This is an optimization exercise on Yosys and OpenROAD, whose aim is small area, a short achievable clock period and few clock cycles, not a production implementation.
RTL that was checked went through simulation tests only; none was proved equivalent to the original.
For run 1, only the layout was checked, not whether the RTL still works.
Power is estimated from default activity; no workload was simulated.

==> flow/design.v <==
module magnitude(
    input  logic [16:0] in,
    input  logic [3:1]  nz,
    output logic [15:0] out
);
    logic [3:0] g;            
    logic       below;
    always_comb begin
        g = {nz, 1'b0};
        for (int i = 0; i < 16; i++) begin
            below = g[i / 4];
            for (int j = 4 * (i / 4); j < i; j++) below = below | in[j];
            out[i] = in[i] ^ (in[16] & below);
        end
    end
endmodule
module mul_tree(
    input  logic [15:0] a,
    input  logic [15:0] b,
    output logic [32:0] ra,
    output logic [32:0] rb
);
    wire one0 = b[0] ^ 1'b0;
    wire two0 = (b[1] & ~b[0] & ~1'b0) | (~b[1] & b[0] & 1'b0);
    wire neg0 = b[1] & ~(b[0] & 1'b0);
    wire pp0_0 = ((one0 & a[0]) | (two0 & 1'b0)) ^ neg0;
    wire pp0_1 = ((one0 & a[1]) | (two0 & a[0])) ^ neg0;
    wire pp0_2 = ((one0 & a[2]) | (two0 & a[1])) ^ neg0;
    wire pp0_3 = ((one0 & a[3]) | (two0 & a[2])) ^ neg0;
    wire pp0_4 = ((one0 & a[4]) | (two0 & a[3])) ^ neg0;
    wire pp0_5 = ((one0 & a[5]) | (two0 & a[4])) ^ neg0;
    wire pp0_6 = ((one0 & a[6]) | (two0 & a[5])) ^ neg0;
    wire pp0_7 = ((one0 & a[7]) | (two0 & a[6])) ^ neg0;
    wire pp0_8 = ((one0 & a[8]) | (two0 & a[7])) ^ neg0;
    wire pp0_9 = ((one0 & a[9]) | (two0 & a[8])) ^ neg0;
    wire pp0_10 = ((one0 & a[10]) | (two0 & a[9])) ^ neg0;
    wire pp0_11 = ((one0 & a[11]) | (two0 & a[10])) ^ neg0;
    wire pp0_12 = ((one0 & a[12]) | (two0 & a[11])) ^ neg0;
    wire pp0_13 = ((one0 & a[13]) | (two0 & a[12])) ^ neg0;
    wire pp0_14 = ((one0 & a[14]) | (two0 & a[13])) ^ neg0;
    wire pp0_15 = ((one0 & a[15]) | (two0 & a[14])) ^ neg0;
    wire pp0_16 = ((one0 & 1'b0) | (two0 & a[15])) ^ neg0;
    wire one1 = b[2] ^ b[1];
    wire two1 = (b[3] & ~b[2] & ~b[1]) | (~b[3] & b[2] & b[1]);
    wire neg1 = b[3] & ~(b[2] & b[1]);
    wire pp1_0 = ((one1 & a[0]) | (two1 & 1'b0)) ^ neg1;
    wire pp1_1 = ((one1 & a[1]) | (two1 & a[0])) ^ neg1;
    wire pp1_2 = ((one1 & a[2]) | (two1 & a[1])) ^ neg1;
    wire pp1_3 = ((one1 & a[3]) | (two1 & a[2])) ^ neg1;
    wire pp1_4 = ((one1 & a[4]) | (two1 & a[3])) ^ neg1;
    wire pp1_5 = ((one1 & a[5]) | (two1 & a[4])) ^ neg1;
    wire pp1_6 = ((one1 & a[6]) | (two1 & a[5])) ^ neg1;
    wire pp1_7 = ((one1 & a[7]) | (two1 & a[6])) ^ neg1;
    wire pp1_8 = ((one1 & a[8]) | (two1 & a[7])) ^ neg1;
    wire pp1_9 = ((one1 & a[9]) | (two1 & a[8])) ^ neg1;
    wire pp1_10 = ((one1 & a[10]) | (two1 & a[9])) ^ neg1;
    wire pp1_11 = ((one1 & a[11]) | (two1 & a[10])) ^ neg1;
    wire pp1_12 = ((one1 & a[12]) | (two1 & a[11])) ^ neg1;
    wire pp1_13 = ((one1 & a[13]) | (two1 & a[12])) ^ neg1;
    wire pp1_14 = ((one1 & a[14]) | (two1 & a[13])) ^ neg1;
    wire pp1_15 = ((one1 & a[15]) | (two1 & a[14])) ^ neg1;
    wire pp1_16 = ((one1 & 1'b0) | (two1 & a[15])) ^ neg1;
    wire one2 = b[4] ^ b[3];
    wire two2 = (b[5] & ~b[4] & ~b[3]) | (~b[5] & b[4] & b[3]);
    wire neg2 = b[5] & ~(b[4] & b[3]);
    wire pp2_0 = ((one2 & a[0]) | (two2 & 1'b0)) ^ neg2;
    wire pp2_1 = ((one2 & a[1]) | (two2 & a[0])) ^ neg2;
    wire pp2_2 = ((one2 & a[2]) | (two2 & a[1])) ^ neg2;
    wire pp2_3 = ((one2 & a[3]) | (two2 & a[2])) ^ neg2;
    wire pp2_4 = ((one2 & a[4]) | (two2 & a[3])) ^ neg2;
    wire pp2_5 = ((one2 & a[5]) | (two2 & a[4])) ^ neg2;
    wire pp2_6 = ((one2 & a[6]) | (two2 & a[5])) ^ neg2;
    wire pp2_7 = ((one2 & a[7]) | (two2 & a[6])) ^ neg2;
    wire pp2_8 = ((one2 & a[8]) | (two2 & a[7])) ^ neg2;
    wire pp2_9 = ((one2 & a[9]) | (two2 & a[8])) ^ neg2;
    wire pp2_10 = ((one2 & a[10]) | (two2 & a[9])) ^ neg2;
    wire pp2_11 = ((one2 & a[11]) | (two2 & a[10])) ^ neg2;
    wire pp2_12 = ((one2 & a[12]) | (two2 & a[11])) ^ neg2;
    wire pp2_13 = ((one2 & a[13]) | (two2 & a[12])) ^ neg2;
    wire pp2_14 = ((one2 & a[14]) | (two2 & a[13])) ^ neg2;
    wire pp2_15 = ((one2 & a[15]) | (two2 & a[14])) ^ neg2;
    wire pp2_16 = ((one2 & 1'b0) | (two2 & a[15])) ^ neg2;
    wire one3 = b[6] ^ b[5];
    wire two3 = (b[7] & ~b[6] & ~b[5]) | (~b[7] & b[6] & b[5]);
    wire neg3 = b[7] & ~(b[6] & b[5]);
    wire pp3_0 = ((one3 & a[0]) | (two3 & 1'b0)) ^ neg3;
    wire pp3_1 = ((one3 & a[1]) | (two3 & a[0])) ^ neg3;
    wire pp3_2 = ((one3 & a[2]) | (two3 & a[1])) ^ neg3;
    wire pp3_3 = ((one3 & a[3]) | (two3 & a[2])) ^ neg3;
    wire pp3_4 = ((one3 & a[4]) | (two3 & a[3])) ^ neg3;
    wire pp3_5 = ((one3 & a[5]) | (two3 & a[4])) ^ neg3;
    wire pp3_6 = ((one3 & a[6]) | (two3 & a[5])) ^ neg3;
    wire pp3_7 = ((one3 & a[7]) | (two3 & a[6])) ^ neg3;
    wire pp3_8 = ((one3 & a[8]) | (two3 & a[7])) ^ neg3;
    wire pp3_9 = ((one3 & a[9]) | (two3 & a[8])) ^ neg3;
    wire pp3_10 = ((one3 & a[10]) | (two3 & a[9])) ^ neg3;
    wire pp3_11 = ((one3 & a[11]) | (two3 & a[10])) ^ neg3;
    wire pp3_12 = ((one3 & a[12]) | (two3 & a[11])) ^ neg3;
    wire pp3_13 = ((one3 & a[13]) | (two3 & a[12])) ^ neg3;
    wire pp3_14 = ((one3 & a[14]) | (two3 & a[13])) ^ neg3;
    wire pp3_15 = ((one3 & a[15]) | (two3 & a[14])) ^ neg3;
    wire pp3_16 = ((one3 & 1'b0) | (two3 & a[15])) ^ neg3;
    wire one4 = b[8] ^ b[7];
    wire two4 = (b[9] & ~b[8] & ~b[7]) | (~b[9] & b[8] & b[7]);
    wire neg4 = b[9] & ~(b[8] & b[7]);
    wire pp4_0 = ((one4 & a[0]) | (two4 & 1'b0)) ^ neg4;
    wire pp4_1 = ((one4 & a[1]) | (two4 & a[0])) ^ neg4;
    wire pp4_2 = ((one4 & a[2]) | (two4 & a[1])) ^ neg4;
    wire pp4_3 = ((one4 & a[3]) | (two4 & a[2])) ^ neg4;
    wire pp4_4 = ((one4 & a[4]) | (two4 & a[3])) ^ neg4;
    wire pp4_5 = ((one4 & a[5]) | (two4 & a[4])) ^ neg4;
    wire pp4_6 = ((one4 & a[6]) | (two4 & a[5])) ^ neg4;
    wire pp4_7 = ((one4 & a[7]) | (two4 & a[6])) ^ neg4;
    wire pp4_8 = ((one4 & a[8]) | (two4 & a[7])) ^ neg4;
    wire pp4_9 = ((one4 & a[9]) | (two4 & a[8])) ^ neg4;
    wire pp4_10 = ((one4 & a[10]) | (two4 & a[9])) ^ neg4;
    wire pp4_11 = ((one4 & a[11]) | (two4 & a[10])) ^ neg4;
    wire pp4_12 = ((one4 & a[12]) | (two4 & a[11])) ^ neg4;
    wire pp4_13 = ((one4 & a[13]) | (two4 & a[12])) ^ neg4;
    wire pp4_14 = ((one4 & a[14]) | (two4 & a[13])) ^ neg4;
    wire pp4_15 = ((one4 & a[15]) | (two4 & a[14])) ^ neg4;
    wire pp4_16 = ((one4 & 1'b0) | (two4 & a[15])) ^ neg4;
    wire one5 = b[10] ^ b[9];
    wire two5 = (b[11] & ~b[10] & ~b[9]) | (~b[11] & b[10] & b[9]);
    wire neg5 = b[11] & ~(b[10] & b[9]);
    wire pp5_0 = ((one5 & a[0]) | (two5 & 1'b0)) ^ neg5;
    wire pp5_1 = ((one5 & a[1]) | (two5 & a[0])) ^ neg5;
    wire pp5_2 = ((one5 & a[2]) | (two5 & a[1])) ^ neg5;
    wire pp5_3 = ((one5 & a[3]) | (two5 & a[2])) ^ neg5;
    wire pp5_4 = ((one5 & a[4]) | (two5 & a[3])) ^ neg5;
    wire pp5_5 = ((one5 & a[5]) | (two5 & a[4])) ^ neg5;
    wire pp5_6 = ((one5 & a[6]) | (two5 & a[5])) ^ neg5;
    wire pp5_7 = ((one5 & a[7]) | (two5 & a[6])) ^ neg5;
    wire pp5_8 = ((one5 & a[8]) | (two5 & a[7])) ^ neg5;
    wire pp5_9 = ((one5 & a[9]) | (two5 & a[8])) ^ neg5;
    wire pp5_10 = ((one5 & a[10]) | (two5 & a[9])) ^ neg5;
    wire pp5_11 = ((one5 & a[11]) | (two5 & a[10])) ^ neg5;
    wire pp5_12 = ((one5 & a[12]) | (two5 & a[11])) ^ neg5;
    wire pp5_13 = ((one5 & a[13]) | (two5 & a[12])) ^ neg5;
    wire pp5_14 = ((one5 & a[14]) | (two5 & a[13])) ^ neg5;
    wire pp5_15 = ((one5 & a[15]) | (two5 & a[14])) ^ neg5;
    wire pp5_16 = ((one5 & 1'b0) | (two5 & a[15])) ^ neg5;
    wire one6 = b[12] ^ b[11];
    wire two6 = (b[13] & ~b[12] & ~b[11]) | (~b[13] & b[12] & b[11]);
    wire neg6 = b[13] & ~(b[12] & b[11]);
    wire pp6_0 = ((one6 & a[0]) | (two6 & 1'b0)) ^ neg6;
    wire pp6_1 = ((one6 & a[1]) | (two6 & a[0])) ^ neg6;
    wire pp6_2 = ((one6 & a[2]) | (two6 & a[1])) ^ neg6;
    wire pp6_3 = ((one6 & a[3]) | (two6 & a[2])) ^ neg6;
    wire pp6_4 = ((one6 & a[4]) | (two6 & a[3])) ^ neg6;
    wire pp6_5 = ((one6 & a[5]) | (two6 & a[4])) ^ neg6;
    wire pp6_6 = ((one6 & a[6]) | (two6 & a[5])) ^ neg6;
    wire pp6_7 = ((one6 & a[7]) | (two6 & a[6])) ^ neg6;
    wire pp6_8 = ((one6 & a[8]) | (two6 & a[7])) ^ neg6;
    wire pp6_9 = ((one6 & a[9]) | (two6 & a[8])) ^ neg6;
    wire pp6_10 = ((one6 & a[10]) | (two6 & a[9])) ^ neg6;
    wire pp6_11 = ((one6 & a[11]) | (two6 & a[10])) ^ neg6;
    wire pp6_12 = ((one6 & a[12]) | (two6 & a[11])) ^ neg6;
    wire pp6_13 = ((one6 & a[13]) | (two6 & a[12])) ^ neg6;
    wire pp6_14 = ((one6 & a[14]) | (two6 & a[13])) ^ neg6;
    wire pp6_15 = ((one6 & a[15]) | (two6 & a[14])) ^ neg6;
    wire pp6_16 = ((one6 & 1'b0) | (two6 & a[15])) ^ neg6;
    wire one7 = b[14] ^ b[13];
    wire two7 = (b[15] & ~b[14] & ~b[13]) | (~b[15] & b[14] & b[13]);
    wire neg7 = b[15] & ~(b[14] & b[13]);
    wire pp7_0 = ((one7 & a[0]) | (two7 & 1'b0)) ^ neg7;
    wire pp7_1 = ((one7 & a[1]) | (two7 & a[0])) ^ neg7;
    wire pp7_2 = ((one7 & a[2]) | (two7 & a[1])) ^ neg7;
    wire pp7_3 = ((one7 & a[3]) | (two7 & a[2])) ^ neg7;
    wire pp7_4 = ((one7 & a[4]) | (two7 & a[3])) ^ neg7;
    wire pp7_5 = ((one7 & a[5]) | (two7 & a[4])) ^ neg7;
    wire pp7_6 = ((one7 & a[6]) | (two7 & a[5])) ^ neg7;
    wire pp7_7 = ((one7 & a[7]) | (two7 & a[6])) ^ neg7;
    wire pp7_8 = ((one7 & a[8]) | (two7 & a[7])) ^ neg7;
    wire pp7_9 = ((one7 & a[9]) | (two7 & a[8])) ^ neg7;
    wire pp7_10 = ((one7 & a[10]) | (two7 & a[9])) ^ neg7;
    wire pp7_11 = ((one7 & a[11]) | (two7 & a[10])) ^ neg7;
    wire pp7_12 = ((one7 & a[12]) | (two7 & a[11])) ^ neg7;
    wire pp7_13 = ((one7 & a[13]) | (two7 & a[12])) ^ neg7;
    wire pp7_14 = ((one7 & a[14]) | (two7 & a[13])) ^ neg7;
    wire pp7_15 = ((one7 & a[15]) | (two7 & a[14])) ^ neg7;
    wire pp7_16 = ((one7 & 1'b0) | (two7 & a[15])) ^ neg7;
    wire one8 = 1'b0 ^ b[15];
    wire two8 = (1'b0 & ~1'b0 & ~b[15]) | (~1'b0 & 1'b0 & b[15]);
    wire neg8 = 1'b0 & ~(1'b0 & b[15]);
    wire pp8_0 = ((one8 & a[0]) | (two8 & 1'b0)) ^ neg8;
    wire pp8_1 = ((one8 & a[1]) | (two8 & a[0])) ^ neg8;
    wire pp8_2 = ((one8 & a[2]) | (two8 & a[1])) ^ neg8;
    wire pp8_3 = ((one8 & a[3]) | (two8 & a[2])) ^ neg8;
    wire pp8_4 = ((one8 & a[4]) | (two8 & a[3])) ^ neg8;
    wire pp8_5 = ((one8 & a[5]) | (two8 & a[4])) ^ neg8;
    wire pp8_6 = ((one8 & a[6]) | (two8 & a[5])) ^ neg8;
    wire pp8_7 = ((one8 & a[7]) | (two8 & a[6])) ^ neg8;
    wire pp8_8 = ((one8 & a[8]) | (two8 & a[7])) ^ neg8;
    wire pp8_9 = ((one8 & a[9]) | (two8 & a[8])) ^ neg8;
    wire pp8_10 = ((one8 & a[10]) | (two8 & a[9])) ^ neg8;
    wire pp8_11 = ((one8 & a[11]) | (two8 & a[10])) ^ neg8;
    wire pp8_12 = ((one8 & a[12]) | (two8 & a[11])) ^ neg8;
    wire pp8_13 = ((one8 & a[13]) | (two8 & a[12])) ^ neg8;
    wire pp8_14 = ((one8 & a[14]) | (two8 & a[13])) ^ neg8;
    wire pp8_15 = ((one8 & a[15]) | (two8 & a[14])) ^ neg8;
    wire pp8_16 = ((one8 & 1'b0) | (two8 & a[15])) ^ neg8;
    wire hs0 = pp0_16 ^ pp1_14;
    wire hc0 = pp0_16 & pp1_14;
    wire fs1 = ~neg0 ^ pp1_15 ^ pp2_13;
    wire fc1 = (~neg0 & pp1_15) | (~neg0 & pp2_13) | (pp1_15 & pp2_13);
    wire hs2 = pp1_16 ^ pp2_14;
    wire hc2 = pp1_16 & pp2_14;
    wire hs3 = pp0_10 ^ pp1_8;
    wire hc3 = pp0_10 & pp1_8;
    wire hs4 = pp0_11 ^ pp1_9;
    wire hc4 = pp0_11 & pp1_9;
    wire fs5 = pp0_12 ^ pp1_10 ^ pp2_8;
    wire fc5 = (pp0_12 & pp1_10) | (pp0_12 & pp2_8) | (pp1_10 & pp2_8);
    wire hs6 = pp3_6 ^ pp4_4;
    wire hc6 = pp3_6 & pp4_4;
    wire fs7 = pp0_13 ^ pp1_11 ^ pp2_9;
    wire fc7 = (pp0_13 & pp1_11) | (pp0_13 & pp2_9) | (pp1_11 & pp2_9);
    wire hs8 = pp3_7 ^ pp4_5;
    wire hc8 = pp3_7 & pp4_5;
    wire fs9 = pp0_14 ^ pp1_12 ^ pp2_10;
    wire fc9 = (pp0_14 & pp1_12) | (pp0_14 & pp2_10) | (pp1_12 & pp2_10);
    wire fs10 = pp3_8 ^ pp4_6 ^ pp5_4;
    wire fc10 = (pp3_8 & pp4_6) | (pp3_8 & pp5_4) | (pp4_6 & pp5_4);
    wire hs11 = pp6_2 ^ pp7_0;
    wire hc11 = pp6_2 & pp7_0;
    wire fs12 = pp0_15 ^ pp1_13 ^ pp2_11;
    wire fc12 = (pp0_15 & pp1_13) | (pp0_15 & pp2_11) | (pp1_13 & pp2_11);
    wire fs13 = pp3_9 ^ pp4_7 ^ pp5_5;
    wire fc13 = (pp3_9 & pp4_7) | (pp3_9 & pp5_5) | (pp4_7 & pp5_5);
    wire hs14 = pp6_3 ^ pp7_1;
    wire hc14 = pp6_3 & pp7_1;
    wire fs15 = pp2_12 ^ pp3_10 ^ pp4_8;
    wire fc15 = (pp2_12 & pp3_10) | (pp2_12 & pp4_8) | (pp3_10 & pp4_8);
    wire fs16 = pp5_6 ^ pp6_4 ^ pp7_2;
    wire fc16 = (pp5_6 & pp6_4) | (pp5_6 & pp7_2) | (pp6_4 & pp7_2);
    wire fs17 = pp8_0 ^ neg8 ^ hs0;
    wire fc17 = (pp8_0 & neg8) | (pp8_0 & hs0) | (neg8 & hs0);
    wire fs18 = pp3_11 ^ pp4_9 ^ pp5_7;
    wire fc18 = (pp3_11 & pp4_9) | (pp3_11 & pp5_7) | (pp4_9 & pp5_7);
    wire fs19 = pp6_5 ^ pp7_3 ^ pp8_1;
    wire fc19 = (pp6_5 & pp7_3) | (pp6_5 & pp8_1) | (pp7_3 & pp8_1);
    wire fs20 = 1'b1 ^ fs1 ^ hc0;
    wire fc20 = (1'b1 & fs1) | (1'b1 & hc0) | (fs1 & hc0);
    wire fs21 = pp3_12 ^ pp4_10 ^ pp5_8;
    wire fc21 = (pp3_12 & pp4_10) | (pp3_12 & pp5_8) | (pp4_10 & pp5_8);
    wire fs22 = pp6_6 ^ pp7_4 ^ pp8_2;
    wire fc22 = (pp6_6 & pp7_4) | (pp6_6 & pp8_2) | (pp7_4 & pp8_2);
    wire fs23 = 1'b1 ^ hs2 ^ fc1;
    wire fc23 = (1'b1 & hs2) | (1'b1 & fc1) | (hs2 & fc1);
    wire fs24 = ~neg1 ^ pp2_15 ^ pp3_13;
    wire fc24 = (~neg1 & pp2_15) | (~neg1 & pp3_13) | (pp2_15 & pp3_13);
    wire fs25 = pp4_11 ^ pp5_9 ^ pp6_7;
    wire fc25 = (pp4_11 & pp5_9) | (pp4_11 & pp6_7) | (pp5_9 & pp6_7);
    wire fs26 = pp7_5 ^ pp8_3 ^ hc2;
    wire fc26 = (pp7_5 & pp8_3) | (pp7_5 & hc2) | (pp8_3 & hc2);
    wire fs27 = pp2_16 ^ pp3_14 ^ pp4_12;
    wire fc27 = (pp2_16 & pp3_14) | (pp2_16 & pp4_12) | (pp3_14 & pp4_12);
    wire fs28 = pp5_10 ^ pp6_8 ^ pp7_6;
    wire fc28 = (pp5_10 & pp6_8) | (pp5_10 & pp7_6) | (pp6_8 & pp7_6);
    wire hs29 = pp8_4 ^ 1'b1;
    wire hc29 = pp8_4 & 1'b1;
    wire fs30 = ~neg2 ^ pp3_15 ^ pp4_13;
    wire fc30 = (~neg2 & pp3_15) | (~neg2 & pp4_13) | (pp3_15 & pp4_13);
    wire fs31 = pp5_11 ^ pp6_9 ^ pp7_7;
    wire fc31 = (pp5_11 & pp6_9) | (pp5_11 & pp7_7) | (pp6_9 & pp7_7);
    wire fs32 = pp3_16 ^ pp4_14 ^ pp5_12;
    wire fc32 = (pp3_16 & pp4_14) | (pp3_16 & pp5_12) | (pp4_14 & pp5_12);
    wire hs33 = pp6_10 ^ pp7_8;
    wire hc33 = pp6_10 & pp7_8;
    wire fs34 = ~neg3 ^ pp4_15 ^ pp5_13;
    wire fc34 = (~neg3 & pp4_15) | (~neg3 & pp5_13) | (pp4_15 & pp5_13);
    wire hs35 = pp4_16 ^ pp5_14;
    wire hc35 = pp4_16 & pp5_14;
    wire hs36 = pp0_6 ^ pp1_4;
    wire hc36 = pp0_6 & pp1_4;
    wire hs37 = pp0_7 ^ pp1_5;
    wire hc37 = pp0_7 & pp1_5;
    wire fs38 = pp0_8 ^ pp1_6 ^ pp2_4;
    wire fc38 = (pp0_8 & pp1_6) | (pp0_8 & pp2_4) | (pp1_6 & pp2_4);
    wire hs39 = pp3_2 ^ pp4_0;
    wire hc39 = pp3_2 & pp4_0;
    wire fs40 = pp0_9 ^ pp1_7 ^ pp2_5;
    wire fc40 = (pp0_9 & pp1_7) | (pp0_9 & pp2_5) | (pp1_7 & pp2_5);
    wire hs41 = pp3_3 ^ pp4_1;
    wire hc41 = pp3_3 & pp4_1;
    wire fs42 = pp2_6 ^ pp3_4 ^ pp4_2;
    wire fc42 = (pp2_6 & pp3_4) | (pp2_6 & pp4_2) | (pp3_4 & pp4_2);
    wire fs43 = pp5_0 ^ neg5 ^ hs3;
    wire fc43 = (pp5_0 & neg5) | (pp5_0 & hs3) | (neg5 & hs3);
    wire fs44 = pp2_7 ^ pp3_5 ^ pp4_3;
    wire fc44 = (pp2_7 & pp3_5) | (pp2_7 & pp4_3) | (pp3_5 & pp4_3);
    wire fs45 = pp5_1 ^ hs4 ^ hc3;
    wire fc45 = (pp5_1 & hs4) | (pp5_1 & hc3) | (hs4 & hc3);
    wire fs46 = pp5_2 ^ pp6_0 ^ neg6;
    wire fc46 = (pp5_2 & pp6_0) | (pp5_2 & neg6) | (pp6_0 & neg6);
    wire fs47 = fs5 ^ hs6 ^ hc4;
    wire fc47 = (fs5 & hs6) | (fs5 & hc4) | (hs6 & hc4);
    wire fs48 = pp5_3 ^ pp6_1 ^ fs7;
    wire fc48 = (pp5_3 & pp6_1) | (pp5_3 & fs7) | (pp6_1 & fs7);
    wire fs49 = hs8 ^ fc5 ^ hc6;
    wire fc49 = (hs8 & fc5) | (hs8 & hc6) | (fc5 & hc6);
    wire fs50 = neg7 ^ fs9 ^ fs10;
    wire fc50 = (neg7 & fs9) | (neg7 & fs10) | (fs9 & fs10);
    wire fs51 = hs11 ^ fc7 ^ hc8;
    wire fc51 = (hs11 & fc7) | (hs11 & hc8) | (fc7 & hc8);
    wire fs52 = fs12 ^ fs13 ^ hs14;
    wire fc52 = (fs12 & fs13) | (fs12 & hs14) | (fs13 & hs14);
    wire fs53 = fc9 ^ fc10 ^ hc11;
    wire fc53 = (fc9 & fc10) | (fc9 & hc11) | (fc10 & hc11);
    wire fs54 = fs15 ^ fs16 ^ fs17;
    wire fc54 = (fs15 & fs16) | (fs15 & fs17) | (fs16 & fs17);
    wire fs55 = fc12 ^ fc13 ^ hc14;
    wire fc55 = (fc12 & fc13) | (fc12 & hc14) | (fc13 & hc14);
    wire fs56 = fs18 ^ fs19 ^ fs20;
    wire fc56 = (fs18 & fs19) | (fs18 & fs20) | (fs19 & fs20);
    wire fs57 = fc15 ^ fc16 ^ fc17;
    wire fc57 = (fc15 & fc16) | (fc15 & fc17) | (fc16 & fc17);
    wire fs58 = fs21 ^ fs22 ^ fs23;
    wire fc58 = (fs21 & fs22) | (fs21 & fs23) | (fs22 & fs23);
    wire fs59 = fc18 ^ fc19 ^ fc20;
    wire fc59 = (fc18 & fc19) | (fc18 & fc20) | (fc19 & fc20);
    wire fs60 = fs24 ^ fs25 ^ fs26;
    wire fc60 = (fs24 & fs25) | (fs24 & fs26) | (fs25 & fs26);
    wire fs61 = fc21 ^ fc22 ^ fc23;
    wire fc61 = (fc21 & fc22) | (fc21 & fc23) | (fc22 & fc23);
    wire fs62 = fs27 ^ fs28 ^ hs29;
    wire fc62 = (fs27 & fs28) | (fs27 & hs29) | (fs28 & hs29);
    wire fs63 = fc24 ^ fc25 ^ fc26;
    wire fc63 = (fc24 & fc25) | (fc24 & fc26) | (fc25 & fc26);
    wire fs64 = pp8_5 ^ fs30 ^ fs31;
    wire fc64 = (pp8_5 & fs30) | (pp8_5 & fs31) | (fs30 & fs31);
    wire fs65 = fc27 ^ fc28 ^ hc29;
    wire fc65 = (fc27 & fc28) | (fc27 & hc29) | (fc28 & hc29);
    wire fs66 = pp8_6 ^ 1'b1 ^ fs32;
    wire fc66 = (pp8_6 & 1'b1) | (pp8_6 & fs32) | (1'b1 & fs32);
    wire fs67 = hs33 ^ fc30 ^ fc31;
    wire fc67 = (hs33 & fc30) | (hs33 & fc31) | (fc30 & fc31);
    wire fs68 = pp6_11 ^ pp7_9 ^ pp8_7;
    wire fc68 = (pp6_11 & pp7_9) | (pp6_11 & pp8_7) | (pp7_9 & pp8_7);
    wire fs69 = fs34 ^ fc32 ^ hc33;
    wire fc69 = (fs34 & fc32) | (fs34 & hc33) | (fc32 & hc33);
    wire fs70 = pp6_12 ^ pp7_10 ^ pp8_8;
    wire fc70 = (pp6_12 & pp7_10) | (pp6_12 & pp8_8) | (pp7_10 & pp8_8);
    wire fs71 = 1'b1 ^ hs35 ^ fc34;
    wire fc71 = (1'b1 & hs35) | (1'b1 & fc34) | (hs35 & fc34);
    wire fs72 = ~neg4 ^ pp5_15 ^ pp6_13;
    wire fc72 = (~neg4 & pp5_15) | (~neg4 & pp6_13) | (pp5_15 & pp6_13);
    wire fs73 = pp7_11 ^ pp8_9 ^ hc35;
    wire fc73 = (pp7_11 & pp8_9) | (pp7_11 & hc35) | (pp8_9 & hc35);
    wire fs74 = pp5_16 ^ pp6_14 ^ pp7_12;
    wire fc74 = (pp5_16 & pp6_14) | (pp5_16 & pp7_12) | (pp6_14 & pp7_12);
    wire hs75 = pp8_10 ^ 1'b1;
    wire hc75 = pp8_10 & 1'b1;
    wire fs76 = ~neg5 ^ pp6_15 ^ pp7_13;
    wire fc76 = (~neg5 & pp6_15) | (~neg5 & pp7_13) | (pp6_15 & pp7_13);
    wire hs77 = pp6_16 ^ pp7_14;
    wire hc77 = pp6_16 & pp7_14;
    wire hs78 = pp0_4 ^ pp1_2;
    wire hc78 = pp0_4 & pp1_2;
    wire hs79 = pp0_5 ^ pp1_3;
    wire hc79 = pp0_5 & pp1_3;
    wire fs80 = pp2_2 ^ pp3_0 ^ neg3;
    wire fc80 = (pp2_2 & pp3_0) | (pp2_2 & neg3) | (pp3_0 & neg3);
    wire fs81 = pp2_3 ^ pp3_1 ^ hs37;
    wire fc81 = (pp2_3 & pp3_1) | (pp2_3 & hs37) | (pp3_1 & hs37);
    wire fs82 = neg4 ^ fs38 ^ hs39;
    wire fc82 = (neg4 & fs38) | (neg4 & hs39) | (fs38 & hs39);
    wire fs83 = fs40 ^ hs41 ^ fc38;
    wire fc83 = (fs40 & hs41) | (fs40 & fc38) | (hs41 & fc38);
    wire fs84 = fs42 ^ fs43 ^ fc40;
    wire fc84 = (fs42 & fs43) | (fs42 & fc40) | (fs43 & fc40);
    wire fs85 = fs44 ^ fs45 ^ fc42;
    wire fc85 = (fs44 & fs45) | (fs44 & fc42) | (fs45 & fc42);
    wire fs86 = fs46 ^ fs47 ^ fc44;
    wire fc86 = (fs46 & fs47) | (fs46 & fc44) | (fs47 & fc44);
    wire fs87 = fs48 ^ fs49 ^ fc46;
    wire fc87 = (fs48 & fs49) | (fs48 & fc46) | (fs49 & fc46);
    wire fs88 = fs50 ^ fs51 ^ fc48;
    wire fc88 = (fs50 & fs51) | (fs50 & fc48) | (fs51 & fc48);
    wire fs89 = fs52 ^ fs53 ^ fc50;
    wire fc89 = (fs52 & fs53) | (fs52 & fc50) | (fs53 & fc50);
    wire fs90 = fs54 ^ fs55 ^ fc52;
    wire fc90 = (fs54 & fs55) | (fs54 & fc52) | (fs55 & fc52);
    wire fs91 = fs56 ^ fs57 ^ fc54;
    wire fc91 = (fs56 & fs57) | (fs56 & fc54) | (fs57 & fc54);
    wire fs92 = fs58 ^ fs59 ^ fc56;
    wire fc92 = (fs58 & fs59) | (fs58 & fc56) | (fs59 & fc56);
    wire fs93 = fs60 ^ fs61 ^ fc58;
    wire fc93 = (fs60 & fs61) | (fs60 & fc58) | (fs61 & fc58);
    wire fs94 = fs62 ^ fs63 ^ fc60;
    wire fc94 = (fs62 & fs63) | (fs62 & fc60) | (fs63 & fc60);
    wire fs95 = fs64 ^ fs65 ^ fc62;
    wire fc95 = (fs64 & fs65) | (fs64 & fc62) | (fs65 & fc62);
    wire fs96 = fs66 ^ fs67 ^ fc64;
    wire fc96 = (fs66 & fs67) | (fs66 & fc64) | (fs67 & fc64);
    wire fs97 = fs68 ^ fs69 ^ fc66;
    wire fc97 = (fs68 & fs69) | (fs68 & fc66) | (fs69 & fc66);
    wire fs98 = fs70 ^ fs71 ^ fc68;
    wire fc98 = (fs70 & fs71) | (fs70 & fc68) | (fs71 & fc68);
    wire fs99 = fs72 ^ fs73 ^ fc70;
    wire fc99 = (fs72 & fs73) | (fs72 & fc70) | (fs73 & fc70);
    wire fs100 = fs74 ^ hs75 ^ fc72;
    wire fc100 = (fs74 & hs75) | (fs74 & fc72) | (hs75 & fc72);
    wire fs101 = pp8_11 ^ fs76 ^ fc74;
    wire fc101 = (pp8_11 & fs76) | (pp8_11 & fc74) | (fs76 & fc74);
    wire fs102 = pp8_12 ^ 1'b1 ^ hs77;
    wire fc102 = (pp8_12 & 1'b1) | (pp8_12 & hs77) | (1'b1 & hs77);
    wire fs103 = ~neg6 ^ pp7_15 ^ pp8_13;
    wire fc103 = (~neg6 & pp7_15) | (~neg6 & pp8_13) | (pp7_15 & pp8_13);
    wire hs104 = pp7_16 ^ pp8_14;
    wire hc104 = pp7_16 & pp8_14;
    wire hs105 = pp0_2 ^ pp1_0;
    wire hc105 = pp0_2 & pp1_0;
    wire hs106 = pp0_3 ^ pp1_1;
    wire hc106 = pp0_3 & pp1_1;
    wire fs107 = pp2_0 ^ neg2 ^ hs78;
    wire fc107 = (pp2_0 & neg2) | (pp2_0 & hs78) | (neg2 & hs78);
    wire fs108 = pp2_1 ^ hs79 ^ hc78;
    wire fc108 = (pp2_1 & hs79) | (pp2_1 & hc78) | (hs79 & hc78);
    wire fs109 = hs36 ^ fs80 ^ hc79;
    wire fc109 = (hs36 & fs80) | (hs36 & hc79) | (fs80 & hc79);
    wire fs110 = hc36 ^ fs81 ^ fc80;
    wire fc110 = (hc36 & fs81) | (hc36 & fc80) | (fs81 & fc80);
    wire fs111 = hc37 ^ fs82 ^ fc81;
    wire fc111 = (hc37 & fs82) | (hc37 & fc81) | (fs82 & fc81);
    wire fs112 = hc39 ^ fs83 ^ fc82;
    wire fc112 = (hc39 & fs83) | (hc39 & fc82) | (fs83 & fc82);
    wire fs113 = hc41 ^ fs84 ^ fc83;
    wire fc113 = (hc41 & fs84) | (hc41 & fc83) | (fs84 & fc83);
    wire fs114 = fc43 ^ fs85 ^ fc84;
    wire fc114 = (fc43 & fs85) | (fc43 & fc84) | (fs85 & fc84);
    wire fs115 = fc45 ^ fs86 ^ fc85;
    wire fc115 = (fc45 & fs86) | (fc45 & fc85) | (fs86 & fc85);
    wire fs116 = fc47 ^ fs87 ^ fc86;
    wire fc116 = (fc47 & fs87) | (fc47 & fc86) | (fs87 & fc86);
    wire fs117 = fc49 ^ fs88 ^ fc87;
    wire fc117 = (fc49 & fs88) | (fc49 & fc87) | (fs88 & fc87);
    wire fs118 = fc51 ^ fs89 ^ fc88;
    wire fc118 = (fc51 & fs89) | (fc51 & fc88) | (fs89 & fc88);
    wire fs119 = fc53 ^ fs90 ^ fc89;
    wire fc119 = (fc53 & fs90) | (fc53 & fc89) | (fs90 & fc89);
    wire fs120 = fc55 ^ fs91 ^ fc90;
    wire fc120 = (fc55 & fs91) | (fc55 & fc90) | (fs91 & fc90);
    wire fs121 = fc57 ^ fs92 ^ fc91;
    wire fc121 = (fc57 & fs92) | (fc57 & fc91) | (fs92 & fc91);
    wire fs122 = fc59 ^ fs93 ^ fc92;
    wire fc122 = (fc59 & fs93) | (fc59 & fc92) | (fs93 & fc92);
    wire fs123 = fc61 ^ fs94 ^ fc93;
    wire fc123 = (fc61 & fs94) | (fc61 & fc93) | (fs94 & fc93);
    wire fs124 = fc63 ^ fs95 ^ fc94;
    wire fc124 = (fc63 & fs95) | (fc63 & fc94) | (fs95 & fc94);
    wire fs125 = fc65 ^ fs96 ^ fc95;
    wire fc125 = (fc65 & fs96) | (fc65 & fc95) | (fs96 & fc95);
    wire fs126 = fc67 ^ fs97 ^ fc96;
    wire fc126 = (fc67 & fs97) | (fc67 & fc96) | (fs97 & fc96);
    wire fs127 = fc69 ^ fs98 ^ fc97;
    wire fc127 = (fc69 & fs98) | (fc69 & fc97) | (fs98 & fc97);
    wire fs128 = fc71 ^ fs99 ^ fc98;
    wire fc128 = (fc71 & fs99) | (fc71 & fc98) | (fs99 & fc98);
    wire fs129 = fc73 ^ fs100 ^ fc99;
    wire fc129 = (fc73 & fs100) | (fc73 & fc99) | (fs100 & fc99);
    wire fs130 = hc75 ^ fs101 ^ fc100;
    wire fc130 = (hc75 & fs101) | (hc75 & fc100) | (fs101 & fc100);
    wire fs131 = fc76 ^ fs102 ^ fc101;
    wire fc131 = (fc76 & fs102) | (fc76 & fc101) | (fs102 & fc101);
    wire fs132 = hc77 ^ fs103 ^ fc102;
    wire fc132 = (hc77 & fs103) | (hc77 & fc102) | (fs103 & fc102);
    wire fs133 = 1'b1 ^ hs104 ^ fc103;
    wire fc133 = (1'b1 & hs104) | (1'b1 & fc103) | (hs104 & fc103);
    wire fs134 = ~neg7 ^ pp8_15 ^ hc104;
    wire fc134 = (~neg7 & pp8_15) | (~neg7 & hc104) | (pp8_15 & hc104);
    wire hs135 = pp8_16 ^ 1'b1;
    wire hc135 = pp8_16 & 1'b1;
    assign ra = {hs135, fs134, fs133, fs132, fs131, fs130, fs129, fs128, fs127, fs126, fs125, fs124, fs123, fs122, fs121, fs120, fs119, fs118, fs117, fs116, fs115, fs114, fs113, fs112, fs111, fs110, fs109, fs108, fs107, hs106, neg1, pp0_1, pp0_0};
    assign rb = {fc134, fc133, fc132, fc131, fc130, fc129, fc128, fc127, fc126, fc125, fc124, fc123, fc122, fc121, fc120, fc119, fc118, fc117, fc116, fc115, fc114, fc113, fc112, fc111, fc110, fc109, fc108, fc107, hc106, hc105, hs105, 1'b0, neg0};
endmodule
module fir_filter(
    input  logic        clk,
    input  logic        n_rst,
    input  logic        start_sample,    
    input  logic        start_load,      
    input  logic [15:0] new_sample,      
    input  logic [63:0] coeff_regs,      
    output logic        busy,
    output logic        err,
    output logic [16:0] r_q,             
    output logic [3:1]  nz_q             
);
    logic [15:0] x0, x1, x2;             
    logic [15:0] f0, f1, f2, f3;         
    logic [16:0] q3;                     
    logic [16:0] qd;                     
    logic        e1, e2;                 
    logic [3:0]  s1;                     
    logic [3:0]  s2;                     
    logic        ld;                     
    logic [15:0] ma, mb;
    logic [32:0] ra, rb;                 
    logic [32:0] pa, pb;                 
    assign x0 = new_sample;
    always_comb begin
        ma = s1[1] ? x1 : (s1[2] ? x2 : x0);
        mb = ({16{s1[0]}} & f0) | ({16{s1[3]}} & f1) | ({16{s1[1]}} & f2) | ({16{s1[2]}} & f3);
    end
    mul_tree tree(.a(ma), .b(mb), .ra(ra), .rb(rb));
    always_ff @(posedge clk) begin
        pa <= ra;
        pb <= rb;
    end
    logic [14:0] lo;
    logic        c15;
    logic [16:0] xs;
    assign {c15, lo} = {1'b0, pa[14:0]} + {1'b0, pb[14:0]};
    assign xs = pa[31:15] + pb[31:15] + {16'd0, c15};
    wire e0 = xs[16];
    logic [17:0] ea, eb, na, nq3;
    logic [17:0] s1a, c1a, s2a, c2a;
    logic [17:0] t3, t4;
    always_comb begin
        ea  = pa[32:15];
        eb  = pb[32:15];
        if (s2[3])           na = ~{2'b00, qd[16] ? 16'd0 : qd[15:0]};
        else if (s2[0] & ~e1) na = ~{qd[16], qd};
        else                 na = '1;
        nq3 = ~{2'b00, q3[15:0]};
        s1a = ea ^ eb ^ na;
        c1a = {((ea[16:0] & eb[16:0]) | (ea[16:0] & na[16:0]) | (eb[16:0] & na[16:0])), c15};
        t3  = s1a + c1a + 18'd1;
        s2a = s1a ^ c1a ^ nq3;
        c2a = {((s1a[16:0] & c1a[16:0]) | (s1a[16:0] & nq3[16:0]) | (c1a[16:0] & nq3[16:0])), 1'b1};
        t4  = s2a + c2a + 18'd1;
    end
    logic        ovf3, ovf4, e_next;
    logic [16:0] r;
    logic [3:1]  nz3, nz4, nz;
    always_comb begin
        ovf3 = ~e2 & ~t3[17] & t3[16];
        ovf4 = t4[17] & ~t4[16];
        nz3 = {|t3[11:0], |t3[7:0], |t3[3:0]};
        nz4 = {|t4[11:0], |t4[7:0], |t4[3:0]};
        e_next = 1'b1;
        if (e0) begin
            r = 17'd0;
            nz = 3'd0;
        end else if (e1 | e2 | ovf3 | q3[16]) begin
            r = t3[16:0];
            nz = nz3;
        end else begin
            r = t4[16:0];
            nz = nz4;
            e_next = ovf4;
        end
    end
    wire acc = s2[0];
    always_ff @(posedge clk, negedge n_rst) begin
        if (!n_rst) begin
            x1 <= '0; x2 <= '0;
            f0 <= '0; f1 <= '0; f2 <= '0; f3 <= '0;
            q3 <= '0; qd <= '0; e1 <= 1'b0; e2 <= 1'b0;
            s1 <= '0; s2 <= '0; ld <= 1'b0;
            busy <= 1'b0; err <= 1'b0; r_q <= '0; nz_q <= '0;
        end else begin
            if (start_sample) begin
                x1 <= x0;
                x2 <= x1;
            end
            if (start_load) begin
                f0 <= coeff_regs[15:0];
                f1 <= coeff_regs[31:16];
                f2 <= coeff_regs[47:32];
                f3 <= coeff_regs[63:48];
            end
            if (s2[1]) qd <= t3[16:0];
            if (s2[2]) q3 <= t3[16:0];
            if (s2[3]) begin
                qd <= t3[16:0];
                e1 <= e0;
                e2 <= qd[16];
            end
            if (acc) begin
                r_q <= r;
                nz_q <= nz;
                err <= e_next;
            end else if (start_load) begin
                err <= 1'b0;
            end
            if (start_sample)    s1 <= 4'b0001;
            else if (start_load) s1 <= 4'b0010;
            else                 s1 <= {s1[2:0], 1'b0};
            s2 <= s1;
            if (start_sample)    ld <= 1'b0;
            else if (start_load) ld <= 1'b1;
            busy <= start_sample | start_load | (~ld & s1[0]) | (ld & (s1[1] | s1[2] | s1[3]));
        end
    end
endmodule
module ahb_lite_fir_filter(
    input logic clk,
    input logic n_rst,
    input logic hsel,
    input logic [3:0] haddr,
    input logic hsize,
    input logic [1:0] htrans,
    input logic hwrite,
    input logic [15:0] hwdata,
    output logic [15:0] hrdata,
    output logic hresp
);
    logic        wr_q;           
    logic [3:0]  a_q;
    logic        sz_q;
    logic [13:4][7:0] regs;      
    logic [7:1]  reg14;          
    logic        busy, err;
    logic [15:0] fir_out;
    logic [16:0] r_q;
    logic [3:1]  nz_q;
    logic [13:4] be;
    wire   bad_addr = (hwrite & (haddr <= 4'd3)) | (haddr == 4'd15);
    assign hresp = bad_addr;
    always_comb begin
        for (int i = 4; i <= 13; i++)
            be[i] = wr_q & (a_q[3:1] == i[3:1]) & (sz_q | (a_q[0] == i[0]));
    end
    wire be14 = wr_q & (a_q == 4'd14);
    wire start_sample = be[4] | be[5];
    wire start_load = be14 & hwdata[0];
    always_ff @(posedge clk, negedge n_rst) begin
        if (!n_rst) begin
            wr_q <= 1'b0;
            a_q <= '0;
            sz_q <= 1'b0;
            for (int i = 4; i <= 13; i++) regs[i] <= '0;
            reg14 <= '0;
        end else begin
            wr_q <= hsel & (htrans != 2'b00) & hwrite & ~bad_addr;
            a_q <= haddr;
            sz_q <= hsize;
            for (int i = 4; i <= 13; i++)
                if (be[i]) regs[i] <= i[0] ? hwdata[15:8] : hwdata[7:0];
            if (be14) reg14 <= hwdata[0] ? 7'd0 : hwdata[7:1];
        end
    end
    magnitude mag_u(.in(r_q), .nz(nz_q), .out(fir_out));
    logic [7:0] rb [0:15];
    always_comb begin
        rb[0] = {7'd0, busy};
        rb[1] = {7'd0, err};
        rb[2] = fir_out[7:0];
        rb[3] = fir_out[15:8];
        for (int i = 4; i <= 13; i++) rb[i] = regs[i];
        rb[14] = {reg14, 1'b0};
        rb[15] = 8'd0;
        hrdata[15:8] = (a_q == 4'd14 || (!sz_q && !a_q[0])) ? 8'd0 : rb[{a_q[3:1], 1'b1}];
        hrdata[7:0]  = (!sz_q && a_q[0]) ? 8'd0 : rb[{a_q[3:1], 1'b0}];
    end
    fir_filter filt(
        .clk(clk), .n_rst(n_rst),
        .start_sample(start_sample), .start_load(start_load),
        .new_sample({regs[5], regs[4]}),
        .coeff_regs({regs[13], regs[12], regs[11], regs[10], regs[9], regs[8], regs[7], regs[6]}),
        .busy(busy), .err(err), .r_q(r_q), .nz_q(nz_q)
    );
endmodule
==> flow/flow/run.sh <==
#!/bin/bash
set -euo pipefail
bash standard.sh \
    "BUFFER_PORTS_ARGS=-buffer_cell sky130_fd_sc_hd__buf_2" \
    MATCH_CELL_FOOTPRINT=0 \
    SETUP_SLACK_MARGIN=5.3 \
    finish > orfs_make.log 2>&1
==> flow/standard.sh <==
#!/bin/bash
# synth_recipe.tcl (not shown) runs the flow's synth.tcl, then flattens the netlist and writes it again
# the make line also repeats each setting of config.mk as NAME=value (left out here)
make -C /OpenROAD-flow-scripts/flow DESIGN_CONFIG=/design/flow/config.mk WORK_HOME=/design/flow/orfs CLKGATE_MAP_FILE= SYNTH_SCRIPT=/design/flow/synth_recipe.tcl "${@:-finish}"
==> flow/config.mk <==
export PLATFORM = sky130hd
export DESIGN_NAME = ahb_lite_fir_filter
export DESIGN_NICKNAME = ahb_lite_fir_filter
export VERILOG_FILES = /design/flow/design.v
export SDC_FILE = /design/flow/constraint.sdc
export NUM_CORES = 4
export LEC_CHECK = 0
export ABC_AREA = 1
export CAP_MARGIN = 30
export CORE_MARGIN = 2
export CORE_UTILIZATION = 55
export CTS_CLUSTER_DIAMETER = 100
export CTS_CLUSTER_SIZE = 25
export SETUP_SLACK_MARGIN = 5
export SLEW_MARGIN = 30
export TNS_END_PERCENT = 100
==> flow/constraint.sdc <==
create_clock -name core_clock -period 10.0 [get_ports {clk}]
set_input_delay 2.0000 -clock core_clock [delete_from_list [all_inputs] [get_ports {clk}]]
set_output_delay 2.0000 -clock core_clock [all_outputs]
set_load 0.01 [all_outputs]
==> summary.md, run 1 <==
| Metric | Value |
|---|---|
| Synth Warn # | 4 |
| Die area | about 40000 µm² |
| Die X | 202 µm |
| Nets | about 2800 |
| Critical path's slowest cell | a2111oi_0 |
| Clock Sinks | 320 |
| IO buf count | between 40 and 50 |
| Post-synthesis net count | roughly 2800 |
| Setup Skew | 0.0222 ns |
| Synth Register Bits | between 300 and 400 |
| DRT iter0 DRCs | ~1300 |
| Pwr dens | 303 nW/µm² |
| Vias in the first global route | 17100 |
| RSZ-0062 raised after global routing | true |
| NetSw | 3.65 mW |
| Cells after synthesis | approximately 2500 |
| Initial antenna violation count | 0 |
| Sw Ratio | 0.516 |
| Die span in y | just over 200 µm |
| RR Startpoint | filt.s1[2] |
| Sequential fraction of design power | 0.266 |
| Setup TNS after final layout | 0 ns |
| DP Wirelength | 44.9 mm |
| Int Pwr | ~3.4 mW |
| Worst-Skew Late Latency | ~0.55 ns |
| CP Launch Point | a_q[1] |
| Crit path max fanout | 12 |
| Slew HR | 0.402 |
| Worst Hold Class | reg -> reg |
| Leakage power | roughly 12 nW |
| Worst-path clk slew | 0.11 ns |
| WS Path Type | reg -> out |
| Synth area leaders | dfrtp_1, fa_1, nand2_1 |
| Flop2flop setup slack | roughly 5.5 ns |
| Tcrit/Tclk final | 0.474 |
| CTS tree | yes |
| Final min period | around 4.7 ns |
| Core Area | between 30000 and 40000 µm² |
| Place WS | approximately 4.8 ns |
| Tot GR Track Use | 0.299 |
| Max incr delay on CP | about 0.50 ns |
| Worst setup margin | between 5 and 6 ns |
| Initial DRT Pass Iterations | 5 |
| Main flop type after synthesis | dfrtp_1 |
| Status | timing/DRC/antenna clean |
| Top cell type's share of synthesized area | 0.298 |
| Largest net degree at the start of global routing | approximately 110 |
| Site row count | 72 |
| Via count | between 15000 and 20000 |
| Async SR Flop Fraction | 0.800 |
| CTS Buffer Depth | 3 |
| Required @ worst endpoint | about 8.0 ns |
| Synthesized area | ~22000 µm² |
| Crit end category | output port |
| Final Setup Violations | 0 |
| Starting density of the core | 0.557 |
| Clock H-tree levels | 1 |
| Buffers & Inverters on Critical Path | 4 |
| Worst-margin pin slew | approximately 0.87 ns |
| Global route overflow | 0 |
| Area Growth Syn to Fin | 8.56% |
| Root Buffer | clkbuf_16 |
| Power Total | a little over 7 mW |
| Num ports | 44 |
| Cell family with most CP delay | buffers and inverters |
| Drt drc | 0 |
| Hold Crit Start | regs[51] |
| Max VDD drop | slightly above 0.3 mV |
| Worst setup SP type | flip-flop |
| Seq/Total Area, Yosys | 0.357 |
| Clock share of power | 0.111 |
| Post-synth EDFFs | 0 |
| Final WL | ~60 mm |
| # diodes | 0 |
| Placed insts | 3013 |
| Netlist cell types | between 50 and 60 |
| Critical Path AT | ~2.7 ns |
| Crit path to | hrdata[12] |
| Max Clock Freq | between 200 and 250 MHz |
| Reg2reg end | filt.pa[21] |
| Post-Layout Cell Count | between 3000 and 4000 |
| Critical-path cell list | inv_1 -> nor3_1 -> buf_4 -> inv_1 -> nor2_1 -> a2111oi_0 -> nor2_1 -> buf_2 |
| Fin. Hold Viols | 0 |
| Cts-stage hold buffer count | 0 |
| Area leader, netlist | dfrtp_1 |
| CP Depth | 8 |
| CTS buffer count | 17 |
| Reg2Reg Depth | 16 |
| Share of layout cells above drive strength 1 | 0.0995 |
| Max Cap Viol | 0 |
| Count of pins over their slew limit | 0 |
| Post-route ant nets | 0 |
| Via-to-Cell Ratio | between 5 and 6 |
| First-pass GRT wire length | around 96 mm |
| Syn Area/Cell | between 8 and 9 µm² |
| Routed len/inst | between 15 and 20 µm |
| Gate power share | 0.623 |
| RePlAce Congestion | around 0.92 |
## stage by stage
stage	instance area (µm²)	hold WS, ns	utilization
after global placement	22200	0.465	0.574
after floorplan	21500	0.349	-
after global routing	23400	0.521	0.605
after detailed placement	22200	0.473	0.575
final	23400	0.493	0.605
after CTS	23100	0.496	0.597
## per-layer routing
metal,vias to the layer above,share of wire,GRT usage
met4,0,0.029,0.0783
met2,531,0.46,0.478
met1,8368,0.46,0.431
met5,-,0,0
li1,8234,-,-
met3,88,0.061,0.0403
## repair_timing
| action | CTS | global route |
|---|---|---|
| gates cloned | 0 | 0 |
| pin swaps | 2 | 7 |
| buffers inserted | 23 | 26 |
| endpoints found under the setup margin | 50 | 41 |
| resized for setup | 44 | 26 |
## sequential cells by signal (all words and copies together) (netlist names), 7 cells and up
register and flops:
filt.f0 16, filt.f1 16, filt.f2 16, filt.f3 16, filt.pa 32, filt.pb 32
filt.q3 17, filt.qd 17, filt.r_q 17, filt.x1 16, filt.x2 16, reg14 7
regs 80
## how the worst min path moves through the flow
stage,end,cells after the start
after floorplan,filt.s2[1],0
after global placement,filt.x2[12],2
after detailed placement,regs[71],2
after CTS,filt.qd[2],2
after global routing,filt.x2[12],2
final,regs[51],2
## worst register-to-register path: cells and delay by family (launching register included)
family	cells	cell delay, ns
fa+ha+maj	5	2.33
buf+inv	7	0.81
flops	1	0.45
compound gates	2	0.42
simple gates	1	0.25
xor+xnor	1	0.12
## power by group through the flow
stage | Combinational (mW) | Clock (mW) | Sequential, mW
final | 4.41 | 0.787 | 1.88
after global routing | 4.95 | 0.849 | 1.93
after CTS | 4.27 | 0.808 | 1.88
after detailed placement | 4.17 | 0 | 1.90
after global placement | 4.14 | 0 | 1.89
after floorplan | 2.96 | 0 | 1.80
## area by class of cell
cell class | count | area [µm²]
Multi-Input combinational cell | 1671 | 12000
Clock buffer | 24 | 462
Clock inverter | 6 | 43.8
Fill cell | 3487 | 15300
Timing Repair Buffer | 123 | 865
Tap cell | 518 | 648
Inverter | 430 | 1660
Sequential cell | 320 | 7700
## synthesized netlist by cell type, types with 21 or more instances
library cell	count
nand2_1	428
inv_1	416
o21ai_0	261
dfrtp_1	256
xor2_1	158
o22ai_1	145
fa_1	137
nor2_1	118
ha_1	99
a21oi_1	85
dfxtp_1	64
clkbuf_1	59
nand3_1	43
buf_2	41
o21ai_1	28
nand4_1	26
a22o_1	21
## cell usage in the layout (no fill, tap or decap), drive strengths merged, types with 18 or more instances in the layout
master  netlist  layout
inv         428     424
clkbuf       59      24
fa          137     137
a21oi        87      87
o22ai       145     145
xor2        159     159
nor3         18      18
nand3        46      46
nor2        127     127
nand2       437     437
buf          48     123
dfxtp        64      64
a22o         21      21
o21ai       292     292
dfrtp       256     256
nand4        26      26
ha           99      99
## logic make-up after synthesis
logic type / synth area share
AOI/OAI and AO/OA: 0.155
buffers and inverters: 0.0971
and+or+nand+nor: 0.131
xor gates and xnor gates: 0.0687
muxes: 0.00628
DFF: 0.357
adders and majority gates: 0.185
==> run 2: changes to the inputs <==
--- a/flow/design.v
+++ b/flow/design.v
@@ -608,8 +608,9 @@
     output logic hresp
 );
     logic        wr_q;           
-    logic [3:0]  a_q;
-    logic        sz_q;
+    logic [7:0]  sel_q;
+    logic        a0_q, sz_q;
+    logic        lo_q, hi_q;
     logic [13:4][7:0] regs;      
     logic [7:1]  reg14;          
     logic        busy, err;
@@ -621,22 +622,28 @@
     assign hresp = bad_addr;
     always_comb begin
         for (int i = 4; i <= 13; i++)
-            be[i] = wr_q & (a_q[3:1] == i[3:1]) & (sz_q | (a_q[0] == i[0]));
+            be[i] = wr_q & sel_q[i / 2] & (sz_q | (a0_q == i[0]));
     end
-    wire be14 = wr_q & (a_q == 4'd14);
+    wire be14 = wr_q & sel_q[7] & ~a0_q;
     wire start_sample = be[4] | be[5];
     wire start_load = be14 & hwdata[0];
     always_ff @(posedge clk, negedge n_rst) begin
         if (!n_rst) begin
             wr_q <= 1'b0;
-            a_q <= '0;
+            sel_q <= '0;
+            a0_q <= 1'b0;
             sz_q <= 1'b0;
+            lo_q <= 1'b0;
+            hi_q <= 1'b0;
             for (int i = 4; i <= 13; i++) regs[i] <= '0;
             reg14 <= '0;
         end else begin
             wr_q <= hsel & (htrans != 2'b00) & hwrite & ~bad_addr;
-            a_q <= haddr;
+            for (int k = 0; k < 8; k++) sel_q[k] <= (haddr[3:1] == k[2:0]);
+            a0_q <= haddr[0];
             sz_q <= hsize;
+            lo_q <= hsize | ~haddr[0];
+            hi_q <= (hsize | haddr[0]) & (haddr != 4'd14);
             for (int i = 4; i <= 13; i++)
                 if (be[i]) regs[i] <= i[0] ? hwdata[15:8] : hwdata[7:0];
             if (be14) reg14 <= hwdata[0] ? 7'd0 : hwdata[7:1];
@@ -652,8 +659,13 @@
         for (int i = 4; i <= 13; i++) rb[i] = regs[i];
         rb[14] = {reg14, 1'b0};
         rb[15] = 8'd0;
-        hrdata[15:8] = (a_q == 4'd14 || (!sz_q && !a_q[0])) ? 8'd0 : rb[{a_q[3:1], 1'b1}];
-        hrdata[7:0]  = (!sz_q && a_q[0]) ? 8'd0 : rb[{a_q[3:1], 1'b0}];
+        hrdata = '0;
+        for (int k = 0; k < 8; k++) begin
+            hrdata[7:0]  = hrdata[7:0]  | ({8{sel_q[k]}} & rb[2 * k]);
+            hrdata[15:8] = hrdata[15:8] | ({8{sel_q[k]}} & rb[2 * k + 1]);
+        end
+        hrdata[7:0]  = hrdata[7:0]  & {8{lo_q}};
+        hrdata[15:8] = hrdata[15:8] & {8{hi_q}};
     end
     fir_filter filt(
         .clk(clk), .n_rst(n_rst),
==> flow/flow/run.sh (replaced) <==
#!/bin/bash
set -euo pipefail
bash standard.sh \
    "BUFFER_PORTS_ARGS=-buffer_cell sky130_fd_sc_hd__buf_2" \
    MATCH_CELL_FOOTPRINT=0 \
    SETUP_SLACK_MARGIN=5.5 \
    finish > orfs_make.log 2>&1
==> run 2 against run 1 <==
Synthesized cell count rose by 0.75%. Cell count is 2.2% higher. Clock-buffer cell count up 2. Non-clock buffer count is 43 higher. Critical path depth decreased by 3. Utilization up 2.2 points. Clock skew up 0.015 ns. Fmax grew 3.6%. Sequential share of layout area down 0.60 points.
==> summary.md, run 2 <==
| Metric | Value |
|---|---|
| Status | timing/DRC/antenna clean |
| Setup TNS after final layout | 0 ns |
| Proportion of synthesized area in mux cells | 0.00932 |
| CTS Buffer Depth | 3 |
| Largest net degree at the start of global routing | 127 |
| Vias in the first global route | about 17000 |
| Num ports | 44 |
| Share of layout cells above drive strength 1 | 0.134 |
| Pwr dens | 322 nW/µm² |
| Worst setup SP type | input pin |
| Critical Path AT | 2.57 ns |
| XOR/XNOR Fraction of Synth Area | 0.0668 |
| Top post-synthesis cells by count | nand2_1, inv_1, dfrtp_1 |
| Synth Warn # | 4 |
| Max Clock Freq | roughly 220 MHz |
| CTS buffer count | 18 |
| Synth Register Bits | roughly 330 |
| CTS tree | yes |
| Post-synthesis net count | approximately 2800 |
| Worst-Skew Late Latency | about 0.57 ns |
| Area Growth Syn to Fin | 12.0% |
| Clock H-tree levels | 1 |
| Global route overflow | 0 |
| Max incr delay on CP | between 0.15 and 0.2 ns |
| Most common cell in the netlist | nand2_1 |
| First-pass GRT wire length | approximately 98 mm |
| Netlist cell types | 55 |
| Crit end category | output port |
| Tot GR Track Use | 0.303 |
| Compound-gate portion of the synthesized area | 0.148 |
| Worst Hold Class | reg -> reg |
| Simple-gate portion of the synthesized area | 0.137 |
| Critical path's slowest cell | nor3_4 |
| Slew HR | 0.341 |
| Nets | about 2900 |
| Fin. Hold Viols | 0 |
| # diodes | 0 |
| Main flop type after synthesis | dfrtp_1 |
| Area leader, netlist | dfrtp_1 |
| Via count | roughly 18000 |
| DP Wirelength | 44.5 mm |
| Worst-path clk slew | 0.10 ns |
| Starting density of the core | 0.560 |
| Leakage power | approximately 12 nW |
| Worst-margin pin slew | ~0.99 ns |
| Post-Synth Adder-Cell Area | 0.183 |
| Post-route ant nets | 0 |
| Final core occ | 0.627 |
| Initial antenna violation count | 0 |
| Synth area leaders | dfrtp_1, fa_1, nand2_1 |
| Post-synth EDFFs | 0 |
| Initial DRT Pass Iterations | 5 |
| Max reg flops | 80 |
| Setup Skew | 0.0368 ns |
| Site row count | 72 |
| Top reg by flops | regs |
| Routed len/inst | 19.6 µm |
| Final Setup Violations | 0 |
| Clock Sinks | between 300 and 400 |
| Syn Area/Cell | around 8.5 µm² |
| Final WL | roughly 62 mm |
| WS Path Type | in -> out |
| Max Cap Viol | 0 |
| Die X | roughly 200 µm |
| Cells after synthesis | between 2000 and 3000 |
| Main combinational cell family by area after synthesis | adder cells |
| Die area | 41100 µm² |
| Seq/Total Area, Yosys | 0.362 |
| Largest regs | regs: 80 flops, filt.pa: 32 flops, filt.pb: 32 flops |
| Final min period | ~4.6 ns |
| Count of pins over their slew limit | 0 |
| Crit path max fanout | 2 |
| Tcrit/Tclk final | 0.457 |
| Die span in y | about 200 µm |
| Core Area | a little under 40000 µm² |
| Top cell type's share of synthesized area | 0.303 |
| Critical-path cell list | buf_8 -> inv_6 -> nor3_4 -> a32o_2 -> buf_6 |
| Cell family with most CP delay | buffers and inverters |
| Root Buffer | clkbuf_16 |
| Leading cell type in the layout, fill and taps excluded | nand2_1 |
| Buffers & Inverters on Critical Path | 3 |
| RePlAce Congestion | between 0.9 and 1 |
| Drt drc | 0 |
| Fill cells | approximately 3500 |
| Async SR Flop Fraction | 0.804 |
| Max VDD drop | 0.270 mV |
| Via-to-Cell Ratio | about 5.6 |
| RSZ-0062 raised after global routing | true |
| Required @ worst endpoint | 8.00 ns |
| DRT iter0 DRCs | between 1000 and 1500 |
| Synthesized area | around 22000 µm² |
| IO buf count | between 40 and 50 |
| Most frequent cells in the layout | nand2_1, inv_1, dfrtp_1 |
-- run 2: cell count changes after synthesis, sizes merged, moves of 5 or more --
cell	previous run	this run
a22o	21	11
mux2	12	18
nor2	127	132
inv	428	417
nand4	26	14
a21oi	87	107
xor2	159	152
dfrtp	256	263
nand2	437	482
o21ai	292	242
o22ai	145	140
nand3	46	57
o2111ai	0	7
-- run 2: timing repair --
action / in CTS / in global routing
gates resized for setup: 66 / 79
buffers inserted: 35 / 58
setup endpoints to repair: 55 / 53
gates cloned: 2 / 6
hold buffers: 0 / 0
pin swaps: 10 / 37
-- run 2: metal layers --
metal  vias to the layer above  routed length, µm  global-route usage
met5                         -                  0                   0
met4                         0               1340              0.0639
met3                        79               3330              0.0284
met2                       558              29000               0.495
met1                      8720              28200               0.442
li1                       8347                  -                   -
-- run 2: tightest hold or removal path, stage by stage (launching register included) --
cell     delay [ns]
dfrtp_1        0.36
nand2_1        0.05
nand2_1        0.05
-- run 2: power breakdown --
group	switching, mW	internal, mW	total, mW	leakage [nW]
Sequential	0.273	1.70	1.97	3.65
Combinational	3.26	1.80	5.06	8.58
Clock	0.468	0.350	0.818	0.266
-- run 2: area by class of cell --
type	count	area, µm²	share of cell area
timing repair inverter	5	38.8	0.00159
clock inverter	6	66.3	0.00272
tap	518	648	0.0266
clock buffer	26	480	0.0197
sequential	327	7880	0.324
timing repair buffer	166	1330	0.0546
inverter	420	1660	0.0680
multi-input combinational	1693	12300	0.503
-- run 2: worst paths after layout --
check / from / end / slack, ns / depth (start not counted)
setup / recovery: haddr[1] / hresp / 5.43 / 5
hold / removal: filt.x2[15] / filt.x2[15] / 0.49 / 2
setup reg to reg: filt.s1[0] / filt.pa[17] / 5.60 / 15
hold reg to reg: filt.x2[15] / filt.x2[15] / 0.49 / 2
max in group asynchronous: n_rst / filt.qd[1] / 7.15 / 3
min in group asynchronous: n_rst / filt.x2[4] / 1.30 / 1
-- run 2: cells by family (layout without fill, tap and decap cells) --
kind of cell	Yosys count	count (layout)
xor+xnor	165	165
fa+ha+maj	236	236
buf+inv	527	623
mux	18	18
simple gates	721	721
flops	327	327
compound gates	553	553
-- run 2: through the flow --
| stage | std cells | instance area [µm²] | worst slack [ns] | hold WS (ns) | power [mW] |
|---|---|---|---|---|---|
| after floorplan | 2547 | 21800 | 5.52 | 0.349 | 5.35 |
| after global placement | 3027 | 22400 | 4.54 | 0.463 | 6.73 |
| final | 3161 | 24300 | 5.43 | 0.492 | 7.84 |
| after detailed placement | 3027 | 22400 | 4.44 | 0.465 | 6.79 |
| after CTS | 3096 | 23400 | 5.42 | 0.492 | 7.67 |
| after global routing | 3161 | 24300 | 5.39 | 0.508 | 8.61 |
Testbench counts of run 2, summed over its fixed seeds: cycles 2,696.
==> run 3: changes to the inputs <==
==> flow/flow/run.sh (replaced) <==
#!/bin/bash
set -euo pipefail
bash standard.sh \
    "BUFFER_PORTS_ARGS=-buffer_cell sky130_fd_sc_hd__buf_2" \
    MATCH_CELL_FOOTPRINT=0 \
    SETUP_SLACK_MARGIN=5.4 \
    finish > orfs_make.log 2>&1
==> run 3 against run 2 <==
Critical path type unchanged. Final area is 2.2% lower. Still clean. Largest cell class unchanged. Sequential power hardly changed. Clock-buffer cell count fell by 7.
==> summary.md, run 3 <==
| Metric | Value |
|---|---|
| Status | timing/DRC/antenna clean |
| RSZ-0062 raised after global routing | true |
| Most common cell in the netlist | nand2_1 |
| Seq/Total Area, Yosys | 0.362 |
| Buffers & Inverters on Critical Path | 3 |
| Tcrit/Tclk final | 0.460 |
| Clock H-tree levels | 1 |
| Routed len/inst | 19.6 µm |
| Cell family with most CP delay | buffers and inverters |
| Core Area | 38800 µm² |
| Synth Register Bits | 327 |
| CTS Buffer Depth | 3 |
| Post-synth EDFFs | 0 |
| # diodes | 0 |
| Met2 WL | 28.4 mm |
| Routed wl met3 | 3.98 mm |
| Synthesized area | roughly 22000 µm² |
| Syn Area/Cell | between 8 and 9 µm² |
| Required @ worst endpoint | approximately 8.0 ns |
| Reg2reg end | filt.pa[21] |
| Largest net degree at the start of global routing | around 130 |
| Via-to-Cell Ratio | 5.64 |
| Synth Warn # | 4 |
| Share of layout cells above drive strength 1 | 0.115 |
| Worst-margin pin slew | ~1.0 ns |
| Die area | 41100 µm² |
| Hold Crit Start | filt.x2[15] |
| Cells after synthesis | around 2500 |
| Reg2Reg Depth | 16 |
| WS Path Type | in -> out |
| Final min period | around 4.6 ns |
| Largest regs | regs: 80 flops, filt.pa: 32 flops, filt.pb: 32 flops |
| Initial antenna violation count | 0 |
| Count of pins over their slew limit | 0 |
| RR Startpoint | filt.s1[2] |
| Worst-Skew Late Latency | around 0.55 ns |
| Async SR Flop Fraction | 0.804 |
| Max reg flops | 80 |
| CTS tree | yes |
| Crit end category | output port |
| Initial DRT Pass Iterations | 8 |
| Max VDD drop | roughly 0.33 mV |
| Post-synthesis net count | ~2800 |
| CTS buffer count | 18 |
| Num ports | 44 |
| Critical path's slowest cell | nor3_4 |
| Setup TNS after final layout | 0 ns |
| Root Buffer | clkbuf_16 |
| Area Growth Syn to Fin | 9.52% |
[run 3: final cells by class]
| cell class | count | area, µm² |
|---|---|---|
| clock buffers | 19 | 464 |
| clock inverters | 6 | 70.1 |
| fillers | 3545 | 15000 |
| inverters | 420 | 1650 |
| multi-input cells | 1694 | 12000 |
| flip-flops and latches | 327 | 7870 |
| well taps | 518 | 648 |
| repair buffers | 138 | 1050 |
| repair inverters | 3 | 17.5 |
[run 3: metal layers]
layer | global-route usage | up-vias
li1 | - | 8305
met1 | 0.433 | 8601
met2 | 0.490 | 622
met3 | 0.0363 | 100
met4 | 0.0691 | 0
met5 | 0 | -
[run 3: worst max-delay path by stage]
stage / endpoint / slack [ns] / depth (start not counted)
6_report: hresp / 5.40 / 5
5_1_grt: filt.pa[21] / 5.38 / 16
4_1_cts: hrdata[3] / 5.39 / 5
3_5_place_dp: filt.pa[21] / 4.71 / 15
3_3_place_gp: filt.pa[21] / 4.86 / 15
2_1_floorplan: filt.pa[17] / 5.44 / 16
[run 3: per-stage QoR]
step	std cells	hold slack [ns]	instance area, µm²	worst slack (ns)
6_report	3125	0.491	23800	5.40
3_3_place_gp	3027	0.462	22400	4.86
5_1_grt	3125	0.519	23800	5.38
4_1_cts	3083	0.492	23300	5.39
3_5_place_dp	3028	0.465	22400	4.71
2_1_floorplan	2547	0.349	21800	5.44
[run 3: logic make-up (layout without fill, tap and decap cells)]
kind of cell | after synthesis | in the layout | synth area share
adder cells (fa/ha/maj) | 236 | 236 | 0.183
flip-flops | 327 | 327 | 0.362
AO/OA/AOI/OAI | 553 | 553 | 0.148
multiplexers | 18 | 18 | 0.00932
AND/OR/NAND/NOR | 721 | 722 | 0.137
XOR/XNOR | 165 | 165 | 0.0668
buffers and inverters | 527 | 586 | 0.0944
[run 3: report_power, final]
part	switching [mW]	internal, mW	total, mW	leakage, nW
Clock	0.466	0.349	0.815	0.262
Combinational	3.28	1.77	5.05	8.40
Sequential	0.270	1.70	1.97	3.65
[run 3: worst min-delay path: cells and delay by family, from the launching register on]
| family | cells | cell delay (ns) |
|---|---|---|
| simple gates | 2 | 0.10 |
| flops | 1 | 0.36 |
[run 3: repair_timing]
| item | in CTS | in global routing |
|---|---|---|
| gates cloned | 0 | 4 |
| pin swaps | 5 | 14 |
| setup buffers | 30 | 38 |
| gates resized for setup | 47 | 47 |
| setup endpoints to repair | 39 | 42 |
| hold buffers | 0 | 0 |

-- re-timing with driven ports --
How much do the figures lean on ideal ports? The routed layouts below were timed once more, with nothing changed but the port constraints.
Step 1 assumes that a clkbuf_16 drives the clock port and a buf_2 every other input.
Step 2 times the ports against the registers' clock, not the clock port: input delays grow and output delays shrink by t, the midpoint of the rising clock arrivals with the driver on.
Slacks: ideal ports / drivers / drivers and shift; pairs: ideal ports / drivers.
run | t, ns | setup WS [ns]
run 1 | 0.605 | 5.262 / 5.201 / 5.391
run 2 | 0.609 | 5.427 / 5.377 / 5.377
run 3 | 0.601 | 5.399 / 5.348 / 5.348
After both steps setup and hold are still met in every run listed.
